This is an optimization exercise on Yosys and OpenROAD, whose aim is small area and a short achievable clock period, not a production implementation.
At most, simulation tests tie the RTL to the original design; equivalence was not proved.
Only the layout flow was run in runs 2 and 3; the RTL was not checked for function there.

--- design/flow/flow/run.sh ---
#!/bin/bash
cp standard.sh standard_sh_copy.log
echo "export SETUP_SLACK_MARGIN = 13.7" >> config.mk
bash standard.sh > standard.log 2>&1
--- design/flow/standard.sh ---
#!/bin/bash
# synth_recipe.tcl (not shown) runs the flow's synth.tcl, then flattens the netlist and writes it again
# the make line also repeats each setting of config.mk as NAME=value (left out here)
make -C /OpenROAD-flow-scripts/flow DESIGN_CONFIG=/design/flow/config.mk WORK_HOME=/design/flow/orfs CLKGATE_MAP_FILE= SYNTH_SCRIPT=/design/flow/synth_recipe.tcl "${@:-finish}"
--- design/flow/config.mk ---
export PLATFORM = sky130hd
export DESIGN_NAME = FFT_TOB
export DESIGN_NICKNAME = FFT_TOB
export VERILOG_FILES = /design/flow/design.v
export SDC_FILE = /design/flow/constraint.sdc
export NUM_CORES = 4
export LEC_CHECK = 0
export CAP_MARGIN = 20
export CORE_MARGIN = 2
export CORE_UTILIZATION = 65
export SLEW_MARGIN = 20
export SETUP_SLACK_MARGIN = 13.7
--- design/flow/constraint.sdc ---
create_clock -name core_clock -period 27.0 [get_ports {clk}]
set_input_delay 5.4000 -clock core_clock [delete_from_list [all_inputs] [get_ports {clk}]]
set_output_delay 5.4000 -clock core_clock [all_outputs]
set_load 0.01 [all_outputs]
--- design/flow/design.v ---
module rca #(parameter W = 16) (
  input  wire [W-1:0] a,
  input  wire [W-1:0] b,
  input  wire         ci,
  output wire [W-1:0] s
);
  wire [W:0] c;
  assign c[0] = ci;
  genvar i;
  generate
    for (i = 0; i < W; i = i + 1) begin : bit_
      assign s[i]   = a[i] ^ b[i] ^ c[i];
      assign c[i+1] = (a[i] & b[i]) | (a[i] & c[i]) | (b[i] & c[i]);
    end
  endgenerate
endmodule
module tw_csa (
  input  wire [16:0] u,
  input  wire [17:0] v,
  input  wire        rm,
  input  wire [26:0] cst,
  output wire [15:0] z
);
  wire n1 = (u[16] & rm) ^ u[15];
  wire n2 = (u[16] & rm) & u[15];
  wire n3 = u[4] ^ v[3];
  wire n4 = u[4] & v[3];
  wire n5 = u[5] ^ v[4] ^ cst[8];
  wire n6 = (u[5] & v[4]) | (u[5] & cst[8]) | (v[4] & cst[8]);
  wire n7 = (u[6] & rm) ^ (u[3] & rm);
  wire n8 = ~(u[6] & rm) & ~(u[3] & rm);
  wire n9 = u[6] ^ v[5] ^ cst[9];
  wire n10 = (u[6] & v[5]) | (u[6] & cst[9]) | (v[5] & cst[9]);
  wire n11 = (u[7] & rm) ^ (u[4] & rm);
  wire n12 = ~(u[7] & rm) & ~(u[4] & rm);
  wire n13 = u[7] ^ v[6] ^ (v[0] & rm);
  wire n14 = (u[7] & v[6]) | (u[7] & (v[0] & rm)) | (v[6] & (v[0] & rm));
  wire n15 = ~cst[10] ^ (u[8] & rm) ^ (u[5] & rm);
  wire n16 = (~cst[10] & (u[8] & rm)) | (~cst[10] & (u[5] & rm)) | ((u[8] & rm) & (u[5] & rm));
  wire n17 = u[8] ^ u[0] ^ v[7];
  wire n18 = (u[8] & u[0]) | (u[8] & v[7]) | (u[0] & v[7]);
  wire n19 = (v[1] & rm) ^ cst[11] ^ ~(u[9] & rm);
  wire n20 = ((v[1] & rm) & cst[11]) | ((v[1] & rm) & ~(u[9] & rm)) | (cst[11] & ~(u[9] & rm));
  wire n21 = (u[6] & rm) ^ u[4];
  wire n22 = ~(u[6] & rm) & ~u[4];
  wire n23 = u[9] ^ u[1] ^ v[8];
  wire n24 = (u[9] & u[1]) | (u[9] & v[8]) | (u[1] & v[8]);
  wire n25 = (v[2] & rm) ^ cst[12] ^ ~(u[10] & rm);
  wire n26 = ((v[2] & rm) & cst[12]) | ((v[2] & rm) & ~(u[10] & rm)) | (cst[12] & ~(u[10] & rm));
  wire n27 = (u[7] & rm) ^ u[5] ^ v[4];
  wire n28 = ((u[7] & rm) & u[5]) | ((u[7] & rm) & v[4]) | (u[5] & v[4]);
  wire n29 = u[10] ^ u[2] ^ v[9];
  wire n30 = (u[10] & u[2]) | (u[10] & v[9]) | (u[2] & v[9]);
  wire n31 = (v[3] & rm) ^ cst[13] ^ ~(u[11] & rm);
  wire n32 = ((v[3] & rm) & cst[13]) | ((v[3] & rm) & ~(u[11] & rm)) | (cst[13] & ~(u[11] & rm));
  wire n33 = (u[8] & rm) ^ u[6] ^ v[5];
  wire n34 = ((u[8] & rm) & u[6]) | ((u[8] & rm) & v[5]) | (u[6] & v[5]);
  wire n35 = u[11] ^ u[3] ^ v[10];
  wire n36 = (u[11] & u[3]) | (u[11] & v[10]) | (u[3] & v[10]);
  wire n37 = (v[4] & rm) ^ cst[14] ^ ~(u[12] & rm);
  wire n38 = ((v[4] & rm) & cst[14]) | ((v[4] & rm) & ~(u[12] & rm)) | (cst[14] & ~(u[12] & rm));
  wire n39 = (u[9] & rm) ^ u[7] ^ v[6];
  wire n40 = ((u[9] & rm) & u[7]) | ((u[9] & rm) & v[6]) | (u[7] & v[6]);
  wire n41 = u[12] ^ u[4] ^ v[11];
  wire n42 = (u[12] & u[4]) | (u[12] & v[11]) | (u[4] & v[11]);
  wire n43 = (v[5] & rm) ^ cst[15] ^ ~(u[13] & rm);
  wire n44 = ((v[5] & rm) & cst[15]) | ((v[5] & rm) & ~(u[13] & rm)) | (cst[15] & ~(u[13] & rm));
  wire n45 = (u[10] & rm) ^ u[8] ^ v[7];
  wire n46 = ((u[10] & rm) & u[8]) | ((u[10] & rm) & v[7]) | (u[8] & v[7]);
  wire n47 = u[13] ^ u[5] ^ v[12];
  wire n48 = (u[13] & u[5]) | (u[13] & v[12]) | (u[5] & v[12]);
  wire n49 = (v[6] & rm) ^ cst[16] ^ ~(u[14] & rm);
  wire n50 = ((v[6] & rm) & cst[16]) | ((v[6] & rm) & ~(u[14] & rm)) | (cst[16] & ~(u[14] & rm));
  wire n51 = (u[11] & rm) ^ u[9] ^ v[8];
  wire n52 = ((u[11] & rm) & u[9]) | ((u[11] & rm) & v[8]) | (u[9] & v[8]);
  wire n53 = u[14] ^ u[6] ^ v[13];
  wire n54 = (u[14] & u[6]) | (u[14] & v[13]) | (u[6] & v[13]);
  wire n55 = (v[7] & rm) ^ cst[17] ^ ~(u[15] & rm);
  wire n56 = ((v[7] & rm) & cst[17]) | ((v[7] & rm) & ~(u[15] & rm)) | (cst[17] & ~(u[15] & rm));
  wire n57 = (u[12] & rm) ^ u[10] ^ v[9];
  wire n58 = ((u[12] & rm) & u[10]) | ((u[12] & rm) & v[9]) | (u[10] & v[9]);
  wire n59 = u[7] ^ v[14] ^ (v[8] & rm);
  wire n60 = (u[7] & v[14]) | (u[7] & (v[8] & rm)) | (v[14] & (v[8] & rm));
  wire n61 = cst[18] ^ n1 ^ ~(u[13] & rm);
  wire n62 = (cst[18] & n1) | (cst[18] & ~(u[13] & rm)) | (n1 & ~(u[13] & rm));
  wire n63 = u[11] ^ v[10] ^ ~1'b1;
  wire n64 = (u[11] & v[10]) | (u[11] & ~1'b1) | (v[10] & ~1'b1);
  wire n65 = u[8] ^ v[15] ^ (v[9] & rm);
  wire n66 = (u[8] & v[15]) | (u[8] & (v[9] & rm)) | (v[15] & (v[9] & rm));
  wire n67 = cst[19] ^ n2 ^ ~u[16];
  wire n68 = (cst[19] & n2) | (cst[19] & ~u[16]) | (n2 & ~u[16]);
  wire n69 = (u[14] & rm) ^ u[12] ^ v[11];
  wire n70 = ((u[14] & rm) & u[12]) | ((u[14] & rm) & v[11]) | (u[12] & v[11]);
  wire n71 = u[9] ^ v[16] ^ (v[10] & rm);
  wire n72 = (u[9] & v[16]) | (u[9] & (v[10] & rm)) | (v[16] & (v[10] & rm));
  wire n73 = ~cst[20] ^ (u[15] & rm) ^ u[13];
  wire n74 = (~cst[20] & (u[15] & rm)) | (~cst[20] & u[13]) | ((u[15] & rm) & u[13]);
  wire n75 = v[12] ^ 1'b1;
  wire n76 = ~v[12] & 1'b1;
  wire n77 = (u[16] & rm) ^ u[10] ^ (v[11] & rm);
  wire n78 = ((u[16] & rm) & u[10]) | ((u[16] & rm) & (v[11] & rm)) | (u[10] & (v[11] & rm));
  wire n79 = ~cst[21] ^ u[14] ^ v[17];
  wire n80 = (~cst[21] & u[14]) | (~cst[21] & v[17]) | (u[14] & v[17]);
  wire n81 = v[13] ^ 1'b1;
  wire n82 = ~v[13] & 1'b1;
  wire n83 = u[11] ^ (v[12] & rm) ^ cst[22];
  wire n84 = (u[11] & (v[12] & rm)) | (u[11] & cst[22]) | ((v[12] & rm) & cst[22]);
  wire n85 = u[2] ^ v[1] ^ cst[5];
  wire n86 = (u[2] & v[1]) | (u[2] & cst[5]) | (v[1] & cst[5]);
  wire n87 = u[3] ^ v[2] ^ cst[6];
  wire n88 = (u[3] & v[2]) | (u[3] & cst[6]) | (v[2] & cst[6]);
  wire n89 = cst[7] ^ n3 ^ ~(u[5] & rm);
  wire n90 = (cst[7] & n3) | (cst[7] & ~(u[5] & rm)) | (n3 & ~(u[5] & rm));
  wire n91 = (u[2] & rm) ^ u[0];
  wire n92 = ~(u[2] & rm) & ~u[0];
  wire n93 = n4 ^ n5 ^ n7;
  wire n94 = (n4 & n5) | (n4 & n7) | (n5 & n7);
  wire n95 = u[1] ^ v[0] ^ ~1'b1;
  wire n96 = (u[1] & v[0]) | (u[1] & ~1'b1) | (v[0] & ~1'b1);
  wire n97 = n6 ^ n8 ^ n9;
  wire n98 = (n6 & n8) | (n6 & n9) | (n8 & n9);
  wire n99 = ~n11 ^ u[2] ^ v[1];
  wire n100 = (~n11 & u[2]) | (~n11 & v[1]) | (u[2] & v[1]);
  wire n101 = n10 ^ n12 ^ n13;
  wire n102 = (n10 & n12) | (n10 & n13) | (n12 & n13);
  wire n103 = u[3] ^ v[2] ^ n15;
  wire n104 = (u[3] & v[2]) | (u[3] & n15) | (v[2] & n15);
  wire n105 = n14 ^ n17 ^ n19;
  wire n106 = (n14 & n17) | (n14 & n19) | (n17 & n19);
  wire n107 = ~n21 ^ v[3] ^ n16;
  wire n108 = (~n21 & v[3]) | (~n21 & n16) | (v[3] & n16);
  wire n109 = n18 ^ n20 ^ n22;
  wire n110 = (n18 & n20) | (n18 & n22) | (n20 & n22);
  wire n111 = n23 ^ n25 ^ ~n27;
  wire n112 = (n23 & n25) | (n23 & ~n27) | (n25 & ~n27);
  wire n113 = n24 ^ n26 ^ n29;
  wire n114 = (n24 & n26) | (n24 & n29) | (n26 & n29);
  wire n115 = ~n31 ^ n28 ^ n33;
  wire n116 = (~n31 & n28) | (~n31 & n33) | (n28 & n33);
  wire n117 = n30 ^ n32 ^ n35;
  wire n118 = (n30 & n32) | (n30 & n35) | (n32 & n35);
  wire n119 = ~n37 ^ n34 ^ n39;
  wire n120 = (~n37 & n34) | (~n37 & n39) | (n34 & n39);
  wire n121 = n36 ^ n38 ^ n41;
  wire n122 = (n36 & n38) | (n36 & n41) | (n38 & n41);
  wire n123 = ~n43 ^ n40 ^ n45;
  wire n124 = (~n43 & n40) | (~n43 & n45) | (n40 & n45);
  wire n125 = n42 ^ n44 ^ n47;
  wire n126 = (n42 & n44) | (n42 & n47) | (n44 & n47);
  wire n127 = ~n49 ^ n46 ^ n51;
  wire n128 = (~n49 & n46) | (~n49 & n51) | (n46 & n51);
  wire n129 = n48 ^ n50 ^ n53;
  wire n130 = (n48 & n50) | (n48 & n53) | (n50 & n53);
  wire n131 = ~n55 ^ n52 ^ n57;
  wire n132 = (~n55 & n52) | (~n55 & n57) | (n52 & n57);
  wire n133 = n54 ^ n56 ^ n59;
  wire n134 = (n54 & n56) | (n54 & n59) | (n56 & n59);
  wire n135 = ~n61 ^ n58 ^ n63;
  wire n136 = (~n61 & n58) | (~n61 & n63) | (n58 & n63);
  wire n137 = n60 ^ n62 ^ n65;
  wire n138 = (n60 & n62) | (n60 & n65) | (n62 & n65);
  wire n139 = ~n67 ^ n64 ^ n69;
  wire n140 = (~n67 & n64) | (~n67 & n69) | (n64 & n69);
  wire n141 = n66 ^ n68 ^ n71;
  wire n142 = (n66 & n68) | (n66 & n71) | (n68 & n71);
  wire n143 = n70 ^ n73 ^ n75;
  wire n144 = (n70 & n73) | (n70 & n75) | (n73 & n75);
  wire n145 = n72 ^ n76 ^ n77;
  wire n146 = (n72 & n76) | (n72 & n77) | (n76 & n77);
  wire n147 = n74 ^ n79 ^ n81;
  wire n148 = (n74 & n79) | (n74 & n81) | (n79 & n81);
  wire n149 = n78 ^ n82 ^ n83;
  wire n150 = (n78 & n82) | (n78 & n83) | (n82 & n83);
  wire n151 = u[15] ^ v[14] ^ n80;
  wire n152 = (u[15] & v[14]) | (u[15] & n80) | (v[14] & n80);
  wire n153 = u[16] ^ u[12] ^ (v[13] & rm);
  wire n154 = (u[16] & u[12]) | (u[16] & (v[13] & rm)) | (u[12] & (v[13] & rm));
  wire n155 = cst[23] ^ n84 ^ ~v[15];
  wire n156 = (cst[23] & n84) | (cst[23] & ~v[15]) | (n84 & ~v[15]);
  wire n157 = u[13] ^ (v[14] & rm) ^ cst[24];
  wire n158 = (u[13] & (v[14] & rm)) | (u[13] & cst[24]) | ((v[14] & rm) & cst[24]);
  wire n159 = v[16] ^ 1'b1;
  wire n160 = ~v[16] & 1'b1;
  wire n161 = u[14] ^ v[17] ^ (v[15] & rm);
  wire n162 = (u[14] & v[17]) | (u[14] & (v[15] & rm)) | (v[17] & (v[15] & rm));
  wire n163 = u[15] ^ (v[16] & rm);
  wire n164 = u[15] & (v[16] & rm);
  wire n165 = u[1] ^ v[0];
  wire n166 = u[1] & v[0];
  wire n167 = ~n85 ^ (u[3] & rm) ^ (u[0] & rm);
  wire n168 = (~n85 & (u[3] & rm)) | (~n85 & (u[0] & rm)) | ((u[3] & rm) & (u[0] & rm));
  wire n169 = n86 ^ n87 ^ ~(u[4] & rm);
  wire n170 = (n86 & n87) | (n86 & ~(u[4] & rm)) | (n87 & ~(u[4] & rm));
  wire n171 = n88 ^ n89 ^ n91;
  wire n172 = (n88 & n89) | (n88 & n91) | (n89 & n91);
  wire n173 = n90 ^ n92 ^ n93;
  wire n174 = (n90 & n92) | (n90 & n93) | (n92 & n93);
  wire n175 = n94 ^ n97 ^ ~n96;
  wire n176 = (n94 & n97) | (n94 & ~n96) | (n97 & ~n96);
  wire n177 = n98 ^ n101 ^ ~n100;
  wire n178 = (n98 & n101) | (n98 & ~n100) | (n101 & ~n100);
  wire n179 = n102 ^ n105 ^ ~n104;
  wire n180 = (n102 & n105) | (n102 & ~n104) | (n105 & ~n104);
  wire n181 = n106 ^ n109 ^ n111;
  wire n182 = (n106 & n109) | (n106 & n111) | (n109 & n111);
  wire n183 = n110 ^ n112 ^ n113;
  wire n184 = (n110 & n112) | (n110 & n113) | (n112 & n113);
  wire n185 = n114 ^ n117 ^ ~n116;
  wire n186 = (n114 & n117) | (n114 & ~n116) | (n117 & ~n116);
  wire n187 = n118 ^ n121 ^ ~n120;
  wire n188 = (n118 & n121) | (n118 & ~n120) | (n121 & ~n120);
  wire n189 = n122 ^ n125 ^ ~n124;
  wire n190 = (n122 & n125) | (n122 & ~n124) | (n125 & ~n124);
  wire n191 = n126 ^ n129 ^ ~n128;
  wire n192 = (n126 & n129) | (n126 & ~n128) | (n129 & ~n128);
  wire n193 = n130 ^ n133 ^ ~n132;
  wire n194 = (n130 & n133) | (n130 & ~n132) | (n133 & ~n132);
  wire n195 = n134 ^ n137 ^ ~n136;
  wire n196 = (n134 & n137) | (n134 & ~n136) | (n137 & ~n136);
  wire n197 = n138 ^ n141 ^ ~n140;
  wire n198 = (n138 & n141) | (n138 & ~n140) | (n141 & ~n140);
  wire n199 = n142 ^ n145 ^ ~n144;
  wire n200 = (n142 & n145) | (n142 & ~n144) | (n145 & ~n144);
  wire n201 = n146 ^ n149 ^ ~n148;
  wire n202 = (n146 & n149) | (n146 & ~n148) | (n149 & ~n148);
  wire n203 = n150 ^ n153 ^ n155;
  wire n204 = (n150 & n153) | (n150 & n155) | (n153 & n155);
  wire n205 = n154 ^ n156 ^ n157;
  wire n206 = (n154 & n156) | (n154 & n157) | (n156 & n157);
  wire n207 = cst[25] ^ n158 ^ n160;
  wire n208 = (cst[25] & n158) | (cst[25] & n160) | (n158 & n160);
  wire n209 = cst[26] ^ n162 ^ n163;
  wire n210 = (cst[26] & n162) | (cst[26] & n163) | (n162 & n163);
  wire n211 = cst[2] ^ (u[0] & rm);
  wire n212 = cst[2] & ~(u[0] & rm);
  wire n213 = u[0] ^ cst[3] ^ ~(u[1] & rm);
  wire n214 = (u[0] & cst[3]) | (u[0] & ~(u[1] & rm)) | (cst[3] & ~(u[1] & rm));
  wire n215 = cst[4] ^ n165 ^ ~(u[2] & rm);
  wire n216 = (cst[4] & n165) | (cst[4] & ~(u[2] & rm)) | (n165 & ~(u[2] & rm));
  wire n217 = n166 ^ ~n167 ^ 1'b1;
  wire n218 = (n166 & ~n167) | (n166 & 1'b1) | (~n167 & 1'b1);
  wire n219 = ~n169 ^ (u[1] & rm) ^ n168;
  wire n220 = (~n169 & (u[1] & rm)) | (~n169 & n168) | ((u[1] & rm) & n168);
  wire n221 = n170 ^ n171 ^ 1'b1;
  wire n222 = (n170 & n171) | (n170 & 1'b1) | (n171 & 1'b1);
  wire n223 = n172 ^ n173 ^ ~n95;
  wire n224 = (n172 & n173) | (n172 & ~n95) | (n173 & ~n95);
  wire n225 = n174 ^ n175 ^ ~n99;
  wire n226 = (n174 & n175) | (n174 & ~n99) | (n175 & ~n99);
  wire n227 = n176 ^ n177 ^ ~n103;
  wire n228 = (n176 & n177) | (n176 & ~n103) | (n177 & ~n103);
  wire n229 = n178 ^ n179 ^ ~n107;
  wire n230 = (n178 & n179) | (n178 & ~n107) | (n179 & ~n107);
  wire n231 = n180 ^ n181 ^ ~n108;
  wire n232 = (n180 & n181) | (n180 & ~n108) | (n181 & ~n108);
  wire n233 = n182 ^ n183 ^ ~n115;
  wire n234 = (n182 & n183) | (n182 & ~n115) | (n183 & ~n115);
  wire n235 = n184 ^ n185 ^ ~n119;
  wire n236 = (n184 & n185) | (n184 & ~n119) | (n185 & ~n119);
  wire n237 = n186 ^ n187 ^ ~n123;
  wire n238 = (n186 & n187) | (n186 & ~n123) | (n187 & ~n123);
  wire n239 = n188 ^ n189 ^ ~n127;
  wire n240 = (n188 & n189) | (n188 & ~n127) | (n189 & ~n127);
  wire n241 = n190 ^ n191 ^ ~n131;
  wire n242 = (n190 & n191) | (n190 & ~n131) | (n191 & ~n131);
  wire n243 = n192 ^ n193 ^ ~n135;
  wire n244 = (n192 & n193) | (n192 & ~n135) | (n193 & ~n135);
  wire n245 = n194 ^ n195 ^ ~n139;
  wire n246 = (n194 & n195) | (n194 & ~n139) | (n195 & ~n139);
  wire n247 = n196 ^ n197 ^ ~n143;
  wire n248 = (n196 & n197) | (n196 & ~n143) | (n197 & ~n143);
  wire n249 = n198 ^ n199 ^ ~n147;
  wire n250 = (n198 & n199) | (n198 & ~n147) | (n199 & ~n147);
  wire n251 = n200 ^ n201 ^ ~n151;
  wire n252 = (n200 & n201) | (n200 & ~n151) | (n201 & ~n151);
  wire n253 = n202 ^ n203 ^ ~n152;
  wire n254 = (n202 & n203) | (n202 & ~n152) | (n203 & ~n152);
  wire n255 = n204 ^ n205 ^ ~n159;
  wire n256 = (n204 & n205) | (n204 & ~n159) | (n205 & ~n159);
  wire n257 = n161 ^ n206 ^ n207;
  wire n258 = (n161 & n206) | (n161 & n207) | (n206 & n207);
  wire n259 = n208 ^ n209 ^ 1'b1;
  wire n260 = (n208 & n209) | (n208 & 1'b1) | (n209 & 1'b1);
  wire n261 = 1'b1 ^ n211;
  wire n262 = 1'b1 & ~n211;
  wire n263 = n212 ^ n213 ^ n262;
  wire n264 = (n212 & n213) | (n212 & n262) | (n213 & n262);
  wire n265 = n214 ^ n215 ^ n264;
  wire n266 = (n214 & n215) | (n214 & n264) | (n215 & n264);
  wire n267 = n216 ^ n217 ^ n266;
  wire n268 = (n216 & n217) | (n216 & n266) | (n217 & n266);
  wire n269 = n218 ^ ~n219 ^ n268;
  wire n270 = (n218 & ~n219) | (n218 & n268) | (~n219 & n268);
  wire n271 = ~n220 ^ n221 ^ n270;
  wire n272 = (~n220 & n221) | (~n220 & n270) | (n221 & n270);
  wire n273 = n222 ^ n223 ^ n272;
  wire n274 = (n222 & n223) | (n222 & n272) | (n223 & n272);
  wire n275 = n224 ^ n225 ^ n274;
  wire n276 = (n224 & n225) | (n224 & n274) | (n225 & n274);
  wire n277 = n226 ^ n227 ^ n276;
  wire n278 = (n226 & n227) | (n226 & n276) | (n227 & n276);
  wire n279 = n228 ^ n229 ^ n278;
  wire n280 = (n228 & n229) | (n228 & n278) | (n229 & n278);
  wire n281 = n230 ^ n231 ^ n280;
  wire n282 = (n230 & n231) | (n230 & n280) | (n231 & n280);
  wire n283 = n232 ^ n233 ^ n282;
  wire n284 = (n232 & n233) | (n232 & n282) | (n233 & n282);
  wire n285 = n234 ^ n235 ^ n284;
  wire n286 = (n234 & n235) | (n234 & n284) | (n235 & n284);
  wire n287 = n236 ^ n237 ^ n286;
  wire n288 = (n236 & n237) | (n236 & n286) | (n237 & n286);
  wire n289 = n238 ^ n239 ^ n288;
  wire n290 = (n238 & n239) | (n238 & n288) | (n239 & n288);
  wire n291 = n240 ^ n241 ^ n290;
  wire n292 = (n240 & n241) | (n240 & n290) | (n241 & n290);
  wire n293 = n242 ^ n243 ^ n292;
  wire n294 = (n242 & n243) | (n242 & n292) | (n243 & n292);
  wire n295 = n244 ^ n245 ^ n294;
  wire n296 = (n244 & n245) | (n244 & n294) | (n245 & n294);
  wire n297 = n246 ^ n247 ^ n296;
  wire n298 = (n246 & n247) | (n246 & n296) | (n247 & n296);
  wire n299 = n248 ^ n249 ^ n298;
  wire n300 = (n248 & n249) | (n248 & n298) | (n249 & n298);
  wire n301 = n250 ^ n251 ^ n300;
  wire n302 = (n250 & n251) | (n250 & n300) | (n251 & n300);
  wire n303 = n252 ^ n253 ^ n302;
  wire n304 = (n252 & n253) | (n252 & n302) | (n253 & n302);
  wire n305 = n254 ^ n255 ^ n304;
  wire n306 = (n254 & n255) | (n254 & n304) | (n255 & n304);
  wire n307 = n256 ^ n257 ^ n306;
  wire n308 = (n256 & n257) | (n256 & n306) | (n257 & n306);
  wire n309 = n258 ^ n259 ^ n308;
  wire n310 = (n258 & n259) | (n258 & n308) | (n259 & n308);
  assign z = {n309, n307, n305, n303, n301, n299, n297, n295, n293, n291, n289, n287, n285, n283, n281, n279};
endmodule
module tw_prep (
  input  wire [15:0] ar, ai,
  input  wire        w1, w3, w9, w2, w6,
  output wire [16:0] y0, y1,
  output wire        od_p, od_n, os_p, os_n
);
  wire [16:0] xr = {ar[15], ar}, xi = {ai[15], ai};
  wire [16:0] ts, g;
  rca #(17) u_ts (.a(xr), .b(xi), .ci(1'b0), .s(ts));    
  rca #(17) u_g  (.a(xi), .b(~xr), .ci(1'b0), .s(g));    
  assign od_p = g[16] & ~g[15];     
  assign od_n = ~g[16] & g[15];     
  assign os_p = ~ts[16] & ts[15];   
  assign os_n = ts[16] & ~ts[15];   
  assign y0 = w3 ? xi : w9 ? ~xr : w2 ? ts : w6 ? g : xr;
  assign y1 = w3 ? xr : w9 ? ~xi : w2 ? g : w6 ? ~ts : xi;
endmodule
module tw_mul (
  input  wire [16:0] y0, y1,
  input  wire        w1, w3, w9, w2, w6,
  input  wire        od_p, od_n, os_p, os_n,
  output wire [15:0] zr, zi
);
  wire rm = w1 | w3 | w9;
  wire [26:0] kr = w9 ? 27'd2676 : w6 ? 27'd1448 : 27'd0;
  wire [26:0] ki = w1 ? 27'd784 : (w3 | w9) ? 27'd1892 : (w2 | w6) ? 27'd1448 : 27'd0;
  wire [26:0] br = w1 ? 27'd1892 : w3 ? 27'd784 : w9 ? -27'd1892 : w2 ? 27'd1448 : w6 ? -27'd1448 : 27'd0;
  wire [26:0] bi = w1 ? -27'd784 : w3 ? -27'd1892 : w9 ? 27'd784 : (w2 | w6) ? -27'd1448 : 27'd0;
  wire [26:0] cr = kr + (od_p ? -(br << 16) : od_n ? (br << 16) : 27'd0);
  wire [26:0] ci = ki + (os_p ? -(bi << 16) : os_n ? (bi << 16) : 27'd0);
  wire [16:0] ui = y1 ^ {17{w3}};
  wire [16:0] vi = y0 ^ {17{~w3}};
  tw_csa u_re (.u(y0), .v(rm ? {y1[16], y1} : {y0, 1'b0}), .rm(rm), .cst(cr), .z(zr));
  tw_csa u_im (.u(ui), .v(rm ? {vi[16], vi} : {y1, 1'b0}), .rm(rm), .cst(ci), .z(zi));
endmodule
module FFT_TOB (
  input  wire signed [15:0] Input_re,
  input  wire signed [15:0] Input_Im,
  input  wire               cordic_Valid,
  input  wire               clk,
  input  wire               rst,
  output wire signed [15:0] Output_FFT_Re,
  output wire signed [15:0] Output_FFT_Im,
  output wire               Data_Valid
);
  reg [3:0] p;
  reg       dv;
  always @(posedge clk or negedge rst)
    if (!rst) begin
      p  <= 4'd0;
      dv <= 1'b0;
    end else begin
      if (cordic_Valid) p <= p + 4'd1;
      if (p == 4'd14)   dv <= 1'b1;
    end
  assign Data_Valid = dv;
  wire p3 = p[3], p2 = p[2], p1 = p[1], p0 = p[0];
  wire first = (p == 4'd0);
  wire last  = (p == 4'd15);
  reg [127:0] d1r, d1i;    
  reg [63:0]  d2r, d2i;    
  reg [31:0]  d3r, d3i;    
  reg [15:0]  d4r, d4i;    
  reg [15:0]  zr, zi;      
  reg [16:0]  y0, y1;      
  reg         yw1, yw3, yw9, yw2, yw6, yw4, yodp, yodn, yosp, yosn;
  reg [15:0]  ar, ai;      
  reg [15:0]  br, bi;      
  wire [15:0] xr = Input_re, xi = Input_Im;
  wire [15:0] r1r = d1r[127:112], r1i = d1i[127:112];
  wire [15:0] r2r = d2r[63:48],   r2i = d2i[63:48];
  wire [15:0] r3r = d3r[31:16],   r3i = d3i[31:16];
  wire [15:0] r4r = d4r,          r4i = d4i;
  wire [15:0] a1r, a1i, b1r, b1i;
  rca u_a1r (.a(r1r), .b(xr),  .ci(1'b0), .s(a1r));
  rca u_a1i (.a(r1i), .b(xi),  .ci(1'b0), .s(a1i));
  rca u_b1r (.a(r1r), .b(~xr), .ci(1'b1), .s(b1r));
  rca u_b1i (.a(r1i), .b(~xi), .ci(1'b1), .s(b1i));
  wire [15:0] s1r = p3 ? a1r : r1r;
  wire [15:0] s1i = p3 ? a1i : r1i;
  wire [15:0] w1r = p3 ? b1r : xr;
  wire [15:0] w1i = p3 ? b1i : xi;
  wire c2 = ~p3 & p2;
  wire [15:0] b2r, b2i, a2r, a2i;
  rca u_b2r (.a(r2r), .b(~(c2 ? r1i : s1r)),      .ci(1'b1), .s(b2r));
  rca u_b2i (.a(r2i), .b(c2 ? r1r : ~s1i),        .ci(~c2),  .s(b2i));
  wire [15:0] w2r = p2 ? b2r : s1r;
  wire [15:0] w2i = p2 ? b2i : s1i;
  rca u_a2r (.a(r2r), .b(s1r), .ci(1'b0), .s(a2r));
  rca u_a2i (.a(r2i), .b(s1i), .ci(1'b0), .s(a2i));
  wire [3:0]  q   = p + 4'd2;
  wire [15:0] t2r = d2r[31:16], t2i = d2i[31:16];
  wire [15:0] t1r = d1r[95:80], t1i = d1i[95:80];
  wire        qsw = ~q[3] & q[2];
  wire [15:0] yr, yi;
  rca u_yr (.a(t2r), .b(qsw ? t1i : 16'd0),  .ci(1'b0), .s(yr));
  rca u_yi (.a(t2i), .b(qsw ? ~t1r : 16'd0), .ci(qsw), .s(yi));
  wire qw1 = (q == 4'd5);
  wire qw3 = (q == 4'd7) | (q == 4'd9);
  wire qw9 = (q == 4'd11);
  wire qw2 = (q == 4'd1) | (q == 4'd6);
  wire qw6 = (q == 4'd3) | (q == 4'd10);
  wire qw4 = (q == 4'd2);
  wire [16:0] py0, py1;
  wire        podp, podn, posp, posn;
  tw_prep u_prep (.ar(yr), .ai(yi), .w1(qw1), .w3(qw3), .w9(qw9), .w2(qw2), .w6(qw6),
                  .y0(py0), .y1(py1), .od_p(podp), .od_n(podn), .os_p(posp), .os_n(posn));
  wire [15:0] er, ei;
  tw_mul u_mul (.y0(y0), .y1(y1), .w1(yw1), .w3(yw3), .w9(yw9), .w2(yw2), .w6(yw6),
                .od_p(yodp), .od_n(yodn), .os_p(yosp), .os_n(yosn), .zr(er), .zi(ei));
  wire ymul = yw1 | yw3 | yw9 | yw2 | yw6;
  wire [15:0] ny0;
  rca u_ny0 (.a(~y0[15:0]), .b(16'd0), .ci(1'b1), .s(ny0));
  wire        x3  = p3 & p2;
  wire [15:0] mr  = x3 ? a2r : zr;
  wire [15:0] mi  = x3 ? a2i : zi;
  wire [15:0] b3r, b3i;
  rca u_b3r (.a(r3r), .b(~mr), .ci(1'b1), .s(b3r));
  rca u_b3i (.a(r3i), .b(~mi), .ci(1'b1), .s(b3i));
  wire [15:0] w3r = p1 ? b3r : mr;
  wire [15:0] w3i = p1 ? b3i : mi;
  wire c5 = p0 & ~p1;
  wire [15:0] s3r, s3i, a3r, a3i, o4r, o4i, e4r, e4i, sumr, sumi, a8r, a8i;
  rca u_a3r (.a(r3r), .b(zr), .ci(1'b0), .s(a3r));
  rca u_a3i (.a(r3i), .b(zi), .ci(1'b0), .s(a3i));
  wire [15:0] s3or = p1 ? a3r : r3r;
  wire [15:0] s3oi = p1 ? a3i : r3i;
  rca u_e4r (.a(r4r), .b(c5 ? r3i : s3or),  .ci(1'b0), .s(e4r));
  rca u_e4i (.a(r4i), .b(c5 ? ~r3r : s3oi), .ci(c5),   .s(e4i));
  assign o4r = p0 ? e4r : r4r;
  assign o4i = p0 ? e4i : r4i;
  out_add u_or (.acc(first ? 16'd0 : ar), .x(xr), .o(o4r), .last(last), .sum(sumr), .y(Output_FFT_Re));
  out_add u_oi (.acc(first ? 16'd0 : ai), .x(xi), .o(o4i), .last(last), .sum(sumi), .y(Output_FFT_Im));
  wire [15:0] i4r = c5 ? r3i : s3or;
  wire [15:0] b4r, b4i;
  rca u_b4r (.a(r4r), .b(~i4r), .ci(1'b1), .s(b4r));
  rca u_b4i (.a(r4i), .b(c5 ? r3r : ~s3oi), .ci(~c5), .s(b4i));
  rca u_a8r (.a(first ? 16'd0 : br), .b(xr ^ {16{p0}}), .ci(p0), .s(a8r));
  rca u_a8i (.a(first ? 16'd0 : bi), .b(xi ^ {16{p0}}), .ci(p0), .s(a8i));
  wire [15:0] w4r = last ? a8r : p0 ? b4r : s3or;
  wire [15:0] w4i = last ? a8i : p0 ? b4i : s3oi;
  always @(posedge clk) begin
    d1r <= {d1r[111:0], w1r};  d1i <= {d1i[111:0], w1i};
    d2r <= {d2r[47:0],  w2r};  d2i <= {d2i[47:0],  w2i};
    d3r <= {d3r[15:0],  w3r};  d3i <= {d3i[15:0],  w3i};
    d4r <= w4r;                d4i <= w4i;
    y0  <= py0;                y1  <= py1;
    yw1 <= qw1; yw3 <= qw3; yw9 <= qw9; yw2 <= qw2; yw6 <= qw6; yw4 <= qw4;
    yodp <= podp; yodn <= podn; yosp <= posp; yosn <= posn;
    zr  <= ymul ? er : yw4 ? y1[15:0] : y0[15:0];
    zi  <= ymul ? ei : yw4 ? ny0 : y1[15:0];
    ar  <= sumr;               ai  <= sumi;
    br  <= a8r;                bi  <= a8i;
  end
endmodule
module out_add (
  input  wire [15:0] acc,
  input  wire [15:0] x,
  input  wire [15:0] o,
  input  wire        last,
  output wire [15:0] sum,
  output wire [15:0] y
);
  assign sum = acc + x;
  assign y   = last ? sum : o;
endmodule
==> summary.txt, run 1 <==
STA
  – Final Hold Viols: 0
  – Fin Setup TNS: 0 ps
  – Highest attainable clock frequency: between 0.07 and 0.08 GHz
  – Maximum clock skew at final layout: 37.6 ps
  – Worst slew slack as a fraction of its limit: between 40% and 50%
  – Post-route minimum period: roughly 14000 ps
  – Worst hold-check slack: roughly 320 ps
  – Post-route fraction of the period consumed by the critical path: 50.4%
  – Count of final max-slew check failures: 0
  – Worst setup margin: 13400 ps
  – Slew at the pin closest to its max-slew limit: around 840 ps
  – Final setup fails: 0
  – Setup repair after global routing missed its margin: yes

Synth
  – Post-synth ARST share: less than 1%
  – Share of Yosys cell area claimed by the top area cell type: around a third
  – Sequential-to-total area share from yosys stat: 33.9%
  – Biggest area consumer among synthesized cells: dfxtp_1
  – Warnings from Yosys: 1
  – Post-synthesis average cell area: approximately 10 µm²
  – Count of flip-flops with a built-in enable after synthesis: 0
  – Leading cell types by total area after synthesis: dfxtp_1 34%, fa_1 30%, inv_1 5.9%, ha_1 3.6%, mux2i_1 3.5%
  – Gate Count Post-Synth: roughly 3600
  – Summed instance area of the synthesized netlist: between 30000 and 40000 µm²
  – Predominant post-synthesis flop cell: dfxtp_1
  – Number of flip-flops and latches in the synthesized netlist: approximately 630
  – Post-synthesis cell type count: 67
  – Syn Nets: roughly 4300

Setup path
  – Crit start category: flop
  – Worst reg2reg path startpoint: yw3
  – Peak fanout along the critical path: 2
  – Number of cell instances on the worst register-to-register path: 34
  – Source of the critical timing path: d3i[16]
  – Nature of the critical path endpoint: output port
  – Worst path max stage delay: approximately 470 ps
  – Highest-delay cell along the critical path: fa_2
  – Worst EP arrival: around 8000 ps
  – Reg2Reg Setup Slack: approximately 15000 ps
  – Data required time of the critical path: 21600 ps
  – Critical setup path kind: flop to output port
  – Cell repeated most along the worst path: fa_2

Floorplan
  – Vert. Die Dim: about 240 µm
  – Die footprint: ~60000 µm²
  – Io pins: slightly below 70
  – Std-Cell Rows: 87
  – Die span in x: ~240 µm
  – Initial cell density of the core: 65.7%
  – Std-Cell Core Area: approximately 56000 µm²

Finish
  – Fraction of final layout cells sized beyond drive strength 1: under 10%
  – Most common library cell in the layout ignoring fill and taps: dfxtp_1
  – Signed area change from the synthesized netlist to the final layout: 11.0%
  – Nets: 4284
  – Leading cell types in the layout, fill and taps excluded: 613 x dfxtp_1, 581 x inv_1, 496 x fa_1

Global routing
  – Initial antenna violation count: 5
  – Wire length of the first global-routing pass: 153 mm
  – Number of global-route vias before repair: 26764
  – Pin count of the biggest net entering global routing: 78
  – GRT Util Overall: around a third
  – Congestion Overflow GR: 0

CTS
  – Depth of the CTS H-tree: 2
  – Clock buffers created by TritonCTS: 60
  – Clock transition at the registers of the reported paths: ~60 ps
  – Clock sinks: about 630
  – Max clock buf depth: 3
  – Insertion delay to the later sink of the worst-skew pair: around 640 ps
  – Clock tree from TritonCTS: done
  – Master cell of the clock root buffer: clkbuf_16

Hold path
  – Start point of the worst min-delay path: d1i[100]
  – Cell depth of the worst hold path: 0
  – Worst hold path type: flop to flop

Placed design
  – Placer congestion estimate: around 0.9
  – Dpl ws: between 10000 and 15000 ps
  – IO Port Bufs: 67
  – Detailed placer's ending HPWL: approximately 76 mm

Route
  – Detailed-route wire length per cell: about 22 µm
  – Pre-antenna DRT Iters: 5
  – # DRC: 0
  – Via-to-Cell Ratio: roughly 5.7
  – Sum of routed wire length over all layers: between 90 and 100 mm
  – Number of design-rule violations left by the first detailed-router iteration: around 2000
  – Post-route ant nets: 0
  – Via count: roughly 25000

Outcome
  – Outcome: finished clean

Job
  – Maxcap violations: 0
==> cells by family (layout without fill, tap and decap cells) <==
family | after synthesis | after routing | synth area share [%]
DFF | 625 | 625 | 33.9
and+or+nand+nor | 626 | 626 | 7.36
xor gates and xnor gates | 133 | 133 | 3.17
muxes | 155 | 155 | 4.28
adders and majority gates | 657 | 657 | 33.4
other | 0 | 3 | 0
buffers and inverters | 743 | 812 | 7.59
AOI/OAI and AO/OA | 632 | 632 | 10.3
==> registers in the layout, indices dropped and copies added, names as in the netlist, 16 cells and up <==
signal	cells
d1i	128
d1r	128
d2i	64
d2r	64
d3i	32
d3r	32
y0	17
y1	17
ai	16
ar	16
bi	16
br	16
d4i	16
d4r	16
zi	16
zr	16
==> worst max-delay path: cells and delay by family, from the launching register on <==
| family | cells | cell delay (ps) |
|---|---|---|
| flops | 1 | 350 |
| compound gates | 1 | 200 |
| xor+xnor | 2 | 360 |
| fa+ha+maj | 16 | 5830 |
| buf+inv | 3 | 250 |
| mux | 2 | 490 |
| simple gates | 1 | 90 |
==> stage by stage <==
stage	instances	util, %	cell area, µm²
2_1_floorplan	3571	-	37100
3_3_place_gp	4269	68.0	38300
3_5_place_dp	4269	68.0	38300
4_1_cts	4393	72.7	40900
5_1_grt	4396	72.9	41100
6_report	4399	73.0	41100
==> final cells by class <==
class | instances | area [µm²]
flip-flops and latches | 625 | 12600
fillers | 3951 | 15200
repair buffers | 115 | 1030
clock buffers | 76 | 1690
multi-input cells | 2203 | 22300
diodes | 3 | 7.51
well taps | 756 | 946
clock inverters | 33 | 362
inverters | 588 | 2210
==> final timing paths <==
path,end
hold reg to reg,d1i[116]
hold / removal,d1i[116]
min in group asynchronous,dv
setup reg to reg,zi[15]
max in group asynchronous,p[3]
setup / recovery,Output_FFT_Im[15]
==> synthesized netlist by cell type (all sizes together) (9+ instances only) <==
cell type and n:
o211ai 34, o31ai 11, o21ai 222, a221oi 22, a211o 14, and2 44
dfxtp 620, xnor2 95, and3 11, buf 37, mux2 24, nor3 10
xor2 38, a211oi 15, nand3 18, inv 587, nand2 271, ha 106
a21o 37, a21oi 185, a2111oi 12, fa 550, a22oi 9, nand2b 39
mux2i 131, nor2 202, clkbuf 118, o21a 21
==> routing by layer <==
metal / GRT usage [%] / vias to the layer above / share of wire, %
met3: 5.93 / 205 / 7.4
li1: - / 11353 / -
met5: 0 / - / 0
met4: 12.0 / 0 / 3.7
met1: 47.9 / 12706 / 42
met2: 53.8 / 909 / 47
==> what timing repair did <==
item,4_1_cts,5_1_grt
pin swaps,26,26
gates resized for setup,206,41
buffers inserted,15,2
gates cloned,0,0
setup endpoints to repair,30,16
hold buffers,0,0
==> run 2, diff against run 1 <==
--- a/design/flow/design.v
+++ b/design/flow/design.v
@@ -460,10 +460,16 @@
   rca u_a3i (.a(r3i), .b(zi), .ci(1'b0), .s(a3i));
   wire [15:0] s3or = p1 ? a3r : r3r;
   wire [15:0] s3oi = p1 ? a3i : r3i;
-  rca u_e4r (.a(r4r), .b(c5 ? r3i : s3or),  .ci(1'b0), .s(e4r));
-  rca u_e4i (.a(r4i), .b(c5 ? ~r3r : s3oi), .ci(c5),   .s(e4i));
-  assign o4r = p0 ? e4r : r4r;
-  assign o4i = p0 ? e4i : r4i;
+  wire        g3 = p0 & p1;
+  wire [15:0] f3r = p0 ? (c5 ? r3i : r3r) : 16'd0;
+  wire [15:0] f3i = p0 ? (c5 ? ~r3r : r3i) : 16'd0;
+  wire [15:0] fzr = g3 ? zr : 16'd0;
+  wire [15:0] fzi = g3 ? zi : 16'd0;
+  wire [15:0] hsr = r4r ^ f3r ^ fzr, hsi = r4i ^ f3i ^ fzi;
+  wire [15:0] hcr = (r4r & f3r) | (r4r & fzr) | (f3r & fzr);
+  wire [15:0] hci = (r4i & f3i) | (r4i & fzi) | (f3i & fzi);
+  rca u_e4r (.a(hsr), .b({hcr[14:0], 1'b0}), .ci(1'b0), .s(o4r));
+  rca u_e4i (.a(hsi), .b({hci[14:0], c5}),   .ci(1'b0), .s(o4i));
   out_add u_or (.acc(first ? 16'd0 : ar), .x(xr), .o(o4r), .last(last), .sum(sumr), .y(Output_FFT_Re));
   out_add u_oi (.acc(first ? 16'd0 : ai), .x(xi), .o(o4i), .last(last), .sum(sumi), .y(Output_FFT_Im));
   wire [15:0] i4r = c5 ? r3i : s3or;
==> design/flow/flow/run.sh (replaced) <==
#!/bin/bash
cp standard.sh standard_sh_copy.log
echo "export SETUP_SLACK_MARGIN = 13.3" >> config.mk
bash standard.sh > standard.log 2>&1
--- a/design/flow/config.mk
+++ b/design/flow/config.mk
@@ -7,6 +7,6 @@
 export LEC_CHECK = 0
 export CAP_MARGIN = 20
 export CORE_MARGIN = 2
-export CORE_UTILIZATION = 65
+export CORE_UTILIZATION = 40
 export SLEW_MARGIN = 20
-export SETUP_SLACK_MARGIN = 13.7
+export SETUP_SLACK_MARGIN = 13.3
==> run 2 against run 1 <==
Global-route usage fell by 14 points. Setup slack got worse by 100 ps. Flip-flop and latch count did not move. First-iteration DRC count fell by 23%. Sequential share of layout area fell by 1.2 points. Worst hold slack got worse by 9.6 ps. Routed wire length fell by 0.26%. Core utilization fell by 28 points. Clock-buffer cell count rose by 8.
==> summary.txt, run 2 <==
STA
  – Post-route fraction of the period consumed by the critical path: 50.7% (+0.38 points)
  – Worst setup margin: 13300 ps (-102 ps)
  – Maximum clock skew at final layout: 33.1 ps (-4.53 ps)
  – Highest attainable clock frequency: 0.0730 GHz (-0.75%)
  – Final setup fails: 0 (unchanged)
  – Post-route minimum period: 13700 ps (+102 ps)
  – Final Hold Viols: 0 (unchanged)
  – Worst slew slack as a fraction of its limit: 32.2% (-12 points)
  – Slew at the pin closest to its max-slew limit: 997 ps (+159 ps)
  – Count of final max-slew check failures: 0 (unchanged)
  – Setup repair after global routing missed its margin: yes
  – Fin Setup TNS: 0 ps (unchanged)

Synth
  – Post-synth ARST share: 0.800% (unchanged)
  – Number of flip-flops and latches in the synthesized netlist: 625 (unchanged)
  – Gate Count Post-Synth: 3668 (+2.7%)
  – Predominant post-synthesis flop cell: dfxtp_1
  – Summed instance area of the synthesized netlist: 38300 µm² (+3.4%)
  – Sequential-to-total area share from yosys stat: 32.8% (-1.1 points)
  – Syn Nets: 4388 (+3.0%)
  – Warnings from Yosys: 1 (unchanged)
  – Share of Yosys cell area claimed by the top area cell type: 32.4% (-1.1 points)
  – Post-synthesis cell type count: 72 (+7.5%)
  – Cell with the most instances after synthesis: dfxtp_1
  – Leading cell types by total area after synthesis: dfxtp_1 32%, fa_1 30%, inv_1 5.4%, mux2i_1 3.9%, ha_1 3.5%
  – Biggest area consumer among synthesized cells: dfxtp_1
  – Count of flip-flops with a built-in enable after synthesis: 0 (unchanged)
  – Post-synthesis average cell area: 10.4 µm² (+0.71%)
  – Synth cell count leaders: 620 x dfxtp_1, 579 x fa_1, 549 x inv_1

Setup path
  – Crit start category: flop
  – Worst EP arrival: 8300 ps (+100 ps)
  – Nature of the critical path endpoint: output port
  – Worst path max stage delay: 530 ps (+60 ps)
  – Data required time of the critical path: 21600 ps (about the same)
  – Peak fanout along the critical path: 4 (+2)
  – Highest-delay cell along the critical path: dfrtp_4
  – Critical setup path kind: flop to output port
  – Cell repeated most along the worst path: fa_2
  – Source of the critical timing path: p[0]
  – Worst reg2reg path startpoint: yw3
  – Reg2Reg Setup Slack: 15380 ps (-30 ps)

CTS
  – Depth of the CTS H-tree: 2 (unchanged)
  – Clock sinks: 625 (unchanged)
  – Master cell of the clock root buffer: clkbuf_16
  – Clock transition at the registers of the reported paths: 60 ps (about the same)
  – Clock buffers created by TritonCTS: 61 (+1.7%)
  – Max clock buf depth: 3 (unchanged)
  – Clock tree from TritonCTS: done
  – Insertion delay to the later sink of the worst-skew pair: 640 ps (about the same)

Floorplan
  – Std-Cell Rows: 113 (+30%)
  – Die footprint: 98200 µm² (+67%)
  – Vert. Die Dim: 313 µm (+29%)
  – Std-Cell Core Area: 94900 µm² (+69%)
  – Initial cell density of the core: 40.3% (-25 points)
  – Io pins: 68 (unchanged)
  – Die span in x: 313 µm (+29%)

Finish
  – Signed area change from the synthesized netlist to the final layout: 11.5%
  – Largest registers: d1i x128, d1r x128
  – Fraction of final layout cells sized beyond drive strength 1: 7.27% (-2.3 points)
  – Most common library cell in the layout ignoring fill and taps: dfxtp_1
  – Leading cell types in the layout, fill and taps excluded: 618 x dfxtp_1, 551 x fa_1, 549 x inv_1
  – # fillers: 8938 (+130%)
  – Nets: 4402 (+2.8%)

Global routing
  – Wire length of the first global-routing pass: 154 mm (+0.64%)
  – Number of global-route vias before repair: 26104 (-2.5%)
  – Initial antenna violation count: 2 (-3)
  – Congestion Overflow GR: 0 (unchanged)
  – Pin count of the biggest net entering global routing: 74 (-5.1%)
  – GRT Util Overall: 20.4% (-14 points)

Route
  – Pre-antenna DRT Iters: 5 (unchanged)
  – Post-route ant nets: 0 (unchanged)
  – # DRC: 0 (unchanged)
  – Number of design-rule violations left by the first detailed-router iteration: 1543 (-23%)
  – Sum of routed wire length over all layers: 97.0 mm (-0.26%)
  – Via count: 24965 (-0.83%)
  – Detailed-route wire length per cell: 19.4 µm (-12%)
  – Via-to-Cell Ratio: 5.00 (-13%)

Hold path
  – Start point of the worst min-delay path: d1i[98]
  – Worst hold path type: flop to flop

Placed design
  – Placer congestion estimate: 0.890 (-0.34%)
  – Detailed placer's ending HPWL: 76.3 mm (+0.48%)
  – Dpl ws: 12520 ps (-157 ps)
  – IO Port Bufs: 67 (unchanged)

Outcome
  – Outcome: finished clean

Job
  – Maxcap violations: 0 (unchanged)
## run 2: cell types whose count changed after synthesis, sizes merged, moves of 14 or more
| cell | change |
|---|---|
| o21ai | -49 |
| fa | +29 |
| nor2 | +39 |
| nand2 | +29 |
| inv | -35 |
| nand2b | -27 |
| a31oi | +25 |
| and2 | +40 |
| a221oi | -14 |
| mux2i | +20 |
| a211oi | +18 |
## run 2: stage by stage
| stage | area (µm²) | utilization (%) | instances | hold slack, ps |
|---|---|---|---|---|
| after floorplan | 38400 | - | 3668 | 310 |
| after global placement | 40100 | 42.3 | 4864 | 310 |
| after detailed placement | 40100 | 42.3 | 4864 | 312 |
| after CTS | 42600 | 44.9 | 4990 | 309 |
| after global routing | 42700 | 45.0 | 4995 | 317 |
| final | 42700 | 45.0 | 4996 | 306 |
## run 2: layer usage
| layer | global-route usage, % | routed length [µm] | vias up |
|---|---|---|---|
| met5 | 0 | 13 | - |
| met1 | 28.4 | 43600 | 12619 |
| met2 | 33.5 | 46000 | 566 |
| met3 | 2.39 | 4400 | 146 |
| met4 | 5.79 | 2880 | 2 |
| li1 | - | - | 11632 |
## run 2: final timing paths
| kind | to | cells past startpoint |
|---|---|---|
| min in group asynchronous | dv | 1 |
| max | Output_FFT_Im[15] | 27 |
| min | d1i[114] | 0 |
| max in group asynchronous | p[3] | 1 |
| max reg2reg | zi[15] | 39 |
| min reg2reg | d1i[114] | 0 |
## run 2: layout make-up
class                   instances  area (µm²)  share of cell area (%)
multi-input cells            2322       23200                    54.3
repair buffers                117        1090                    2.57
inverters                     554        2100                    4.92
clock inverters                27         420                   0.985
clock buffers                  84        1760                    4.13
repair inverters                1        5.00                  0.0117
flip-flops and latches        625       12600                    29.4
well taps                    1265        1580                    3.71
diodes                          1        2.50                 0.00586
## run 2: cells by family (layout without fill, tap and decap cells)
logic type / Yosys count / count (layout) / synth area share, %
other: 0 / 1 / 0
AO/OA/AOI/OAI: 573 / 573 / 9.40
AND/OR/NAND/NOR: 721 / 721 / 8.24
XOR/XNOR: 157 / 157 / 3.68
multiplexers: 184 / 184 / 4.94
flip-flops: 625 / 625 / 32.8
adder cells (fa/ha/maj): 687 / 687 / 33.8
buffers and inverters: 721 / 783 / 7.18
## run 2: worst max-delay path, delay by kind of cell (launching register included)
kind | cells | cell delay, ps
adders and majority gates | 17 | 5770
muxes | 1 | 140
DFF | 1 | 530
buffers and inverters | 2 | 300
AOI/OAI and AO/OA | 1 | 100
and+or+nand+nor | 2 | 170
xor gates and xnor gates | 4 | 640
## run 2: what timing repair did
item,in CTS,in global routing
endpoints found under the setup margin,16,10
gates cloned,1,0
resized for setup,65,22
hold buffers,0,0
pin swaps,9,11
buffers inserted,14,5
==> run 3, diff against run 2 <==
==> design/flow/flow/run.sh (replaced) <==
#!/bin/bash
cp standard.sh standard_sh_copy.log
echo "export SETUP_SLACK_MARGIN = 14.0" >> config.mk
bash standard.sh > standard.log 2>&1
--- a/design/flow/config.mk
+++ b/design/flow/config.mk
@@ -9,4 +9,4 @@
 export CORE_MARGIN = 2
 export CORE_UTILIZATION = 40
 export SLEW_MARGIN = 20
-export SETUP_SLACK_MARGIN = 13.3
+export SETUP_SLACK_MARGIN = 14.0
==> run 3 against run 2 <==
Still clean on timing, DRC and antenna. Fmax increased by 0.83%. Via count decreased by 0.67%. Setup slack improved by 110 ps. Global-route usage about the same. Critical path depth decreased by 1. Synthesized area unchanged. Critical path type unchanged. Highest routed layer is now met4.
==> summary.txt, run 3 <==
CTS
  – Max clock buf depth: 3 (unchanged)
  – Insertion delay to the later sink of the worst-skew pair: 650 ps (about the same)
  – Depth of the CTS H-tree: 2 (unchanged)
  – Master cell of the clock root buffer: clkbuf_16
  – Clock transition at the registers of the reported paths: 70 ps (about the same)
  – Clock tree from TritonCTS: done
  – Clock sinks: 625 (unchanged)
  – Hold Buf Count CTS: 0 (unchanged)
  – Clock buffers created by TritonCTS: 61 (unchanged)

Job
  – Maxcap violations: 0 (unchanged)

Finish
  – Nets: 4410 (+0.18%)
  – Antenna diodes: 0 (-1)
  – Area taken by multi-input logic gates: 23500 µm² (+1.3%)
  – Fraction of final layout cells sized beyond drive strength 1: 9.22% (+2.0 points)
  – Signed area change from the synthesized netlist to the final layout: 12.4%
  – Leading cell types in the layout, fill and taps excluded: 618 x dfxtp_1, 549 x inv_1, 549 x fa_1
  – Most common library cell in the layout ignoring fill and taps: dfxtp_1
  – # fillers: 8840 (-1.1%)
  – Final standard cell area without fillers: 43000 µm² (+0.76%)
  – FF+latch area: 12500 µm² (about the same)
  – Largest registers: d1i x128, d1r x128

Synth
  – Sequential-to-total area share from yosys stat: 32.8% (unchanged)
  – Predominant post-synthesis flop cell: dfxtp_1
  – Share of Yosys cell area claimed by the top area cell type: 32.4% (unchanged)
  – Biggest area consumer among synthesized cells: dfxtp_1
  – Post-synth ARST share: 0.800% (unchanged)
  – Gate Count Post-Synth: 3668 (unchanged)
  – Post-synthesis cell type count: 72 (unchanged)
  – Cell with the most instances after synthesis: dfxtp_1
  – Warnings from Yosys: 1 (unchanged)
  – Count of flip-flops with a built-in enable after synthesis: 0 (unchanged)
  – Post-synthesis average cell area: 10.4 µm² (unchanged)
  – Number of flip-flops and latches in the synthesized netlist: 625 (unchanged)
  – Synth cell count leaders: 620 x dfxtp_1, 579 x fa_1, 549 x inv_1
  – Leading cell types by total area after synthesis: dfxtp_1 32%, fa_1 30%, inv_1 5.4%, mux2i_1 3.9%, ha_1 3.5%
  – Summed instance area of the synthesized netlist: 38300 µm² (unchanged)
  – Syn Nets: 4388 (unchanged)

Route
  – Via count: 24798 (-0.67%)
  – Sum of routed wire length over all layers: 97.3 mm (+0.31%)
  – Detailed-route wire length per cell: 19.4 µm (+0.11%)
  – Post-route ant nets: 0 (unchanged)
  – # DRC: 0 (unchanged)
  – Via-to-Cell Ratio: 4.95 (-0.87%)
  – Pre-antenna DRT Iters: 5 (unchanged)
  – Number of design-rule violations left by the first detailed-router iteration: 2098 (+36%)

STA
  – Fin Setup TNS: 0 ps (unchanged)
  – Setup repair after global routing missed its margin: yes
  – Highest attainable clock frequency: 0.0736 GHz (+0.83%)
  – Maximum clock skew at final layout: 38.5 ps (+5.40 ps)
  – Final setup fails: 0 (unchanged)
  – Worst slew slack as a fraction of its limit: 28.9% (-3.3 points)
  – Post-route fraction of the period consumed by the critical path: 50.3% (-0.42 points)
  – Final Hold Viols: 0 (unchanged)
  – Count of final max-slew check failures: 0 (unchanged)
  – Slew at the pin closest to its max-slew limit: 1060 ps (+65.4 ps)
  – Post-route minimum period: 13590 ps (-112 ps)

Setup path
  – Dominant delay contributor by cell family on the critical path: adder cells
  – Highest-delay cell along the critical path: dfrtp_4
  – Critical setup path kind: flop to output port
  – Cell repeated most along the worst path: fa_2
  – Peak fanout along the critical path: 6 (+2)
  – Worst path max stage delay: 560 ps (+30 ps)
  – Buffer and inverter count on the worst path: 1 (-1)
  – Data required time of the critical path: 21600 ps (about the same)
  – Number of cell instances on the worst register-to-register path: 39 (unchanged)
  – Nature of the critical path endpoint: output port
  – Crit start category: flop
  – Stages on worst setup path: 26 (-3.7%)
  – Worst EP arrival: 8190 ps (-110 ps)

Hold path
  – Cell depth of the worst hold path: 0 (unchanged)
  – Worst hold path type: flop to flop

Global routing
  – Wire length of the first global-routing pass: 153 mm (-0.40%)
  – Congestion Overflow GR: 0 (unchanged)
  – Initial antenna violation count: 0 (-2)
  – Pin count of the biggest net entering global routing: 70 (-5.4%)
  – Number of global-route vias before repair: 25466 (-2.4%)
  – GRT Util Overall: 20.3% (-0.022 points)

Placed design
  – IO Port Bufs: 67 (unchanged)
  – Area after DPL: 40200 µm² (+0.17%)
  – Detailed placer's ending HPWL: 76.3 mm (about the same)
  – Placer congestion estimate: 0.892 (+0.25%)

Floorplan
  – Io pins: 68 (unchanged)
  – Die footprint: 98200 µm² (unchanged)
  – Vert. Die Dim: 313 µm (unchanged)
  – Initial cell density of the core: 40.3% (unchanged)
  – Die span in x: 313 µm (unchanged)
  – Std-Cell Core Area: 94900 µm² (unchanged)
  – Std-Cell Rows: 113 (unchanged)

Outcome
  – Outcome: finished clean
-- run 3: timing repair --
item	in CTS	in global routing
setup buffers	20	6
cloned	1	0
pin swaps	23	15
setup endpoints to repair	35	20
resized for setup	182	34
-- run 3: path summary, 6_finish.rpt --
check / endpoint / startpoint / slack (ps)
setup / recovery: Output_FFT_Im[15] / p[0] / 13410
hold / removal: d1r[64] / d1r[48] / 320
setup reg to reg: zi[15] / yw3 / 15400
hold reg to reg: d1r[64] / d1r[48] / 320
max in group asynchronous: p[0] / rst / 21630
min in group asynchronous: p[1] / rst / 5040
-- run 3: kinds of logic after synthesis --
logic type	synth area share (%)
AO/OA/AOI/OAI	9.40
multiplexers	4.94
buffers and inverters	7.18
XOR/XNOR	3.68
AND/OR/NAND/NOR	8.24
flip-flops	32.8
adder cells (fa/ha/maj)	33.8
-- run 3: cell type report --
type | count | share of cell area (%)
Clock inverter | 36 | 1.19
Sequential cell | 625 | 29.2
Inverter | 554 | 4.86
Multi-Input combinational cell | 2322 | 54.5
Timing Repair Buffer | 126 | 2.57
Clock buffer | 78 | 3.98
Tap cell | 1265 | 3.68
-- run 3: metal layers --
layer | GRT usage (%) | vias up | wire [µm]
met5 | 0 | - | 0
met4 | 4.63 | 0 | 2170
met3 | 2.75 | 112 | 4800
met2 | 33.5 | 574 | 46300
met1 | 28.6 | 12467 | 44000
li1 | - | 11645 | -
-- run 3: stage by stage --
step	utilization (%)	worst slack (ps)	instances	hold slack, ps
6_report	45.3	13410	5006	317
5_1_grt	45.3	13180	5006	324
4_1_cts	45.2	13350	5000	321
3_5_place_dp	42.4	12790	4865	312
3_3_place_gp	42.4	12790	4865	310
2_1_floorplan	-	13750	3668	310

[separate check: timing with driven ports]
How much do the figures lean on ideal ports? The routed layouts below were timed once more, with nothing changed but the port constraints.
Step 1 (the two cells are an assumption about what drives the block):
set clk [get_ports {clk}]
set_driving_cell -lib_cell sky130_fd_sc_hd__clkbuf_16 $clk
set_driving_cell -lib_cell sky130_fd_sc_hd__buf_2 [delete_from_list [all_inputs] $clk]
Step 2 moves the port delays by t, midway between the first and last clock arrival at a register: inputs arrive t later, outputs are due t later. That takes back most of the time a late clock gives input paths.
Slacks: ideal ports / drivers / drivers and shift; pairs: ideal ports / drivers.
| run | t, ns | slack for setup (ns) | worst setup path after step 2 | slew at the worst register clock pin (ns) |
|---|---|---|---|---|
| run 1 | 0.682 | 13.403 / 13.338 / 13.501 | input to register | 0.07 / 0.07 |
| run 2 | 0.689 | 13.301 / 13.237 / 13.315 | input to output | 0.07 / 0.07 |
| run 3 | 0.692 | 13.413 / 13.351 / 13.556 | input to register | 0.07 / 0.07 |
After both steps setup and hold are still met in every run listed.
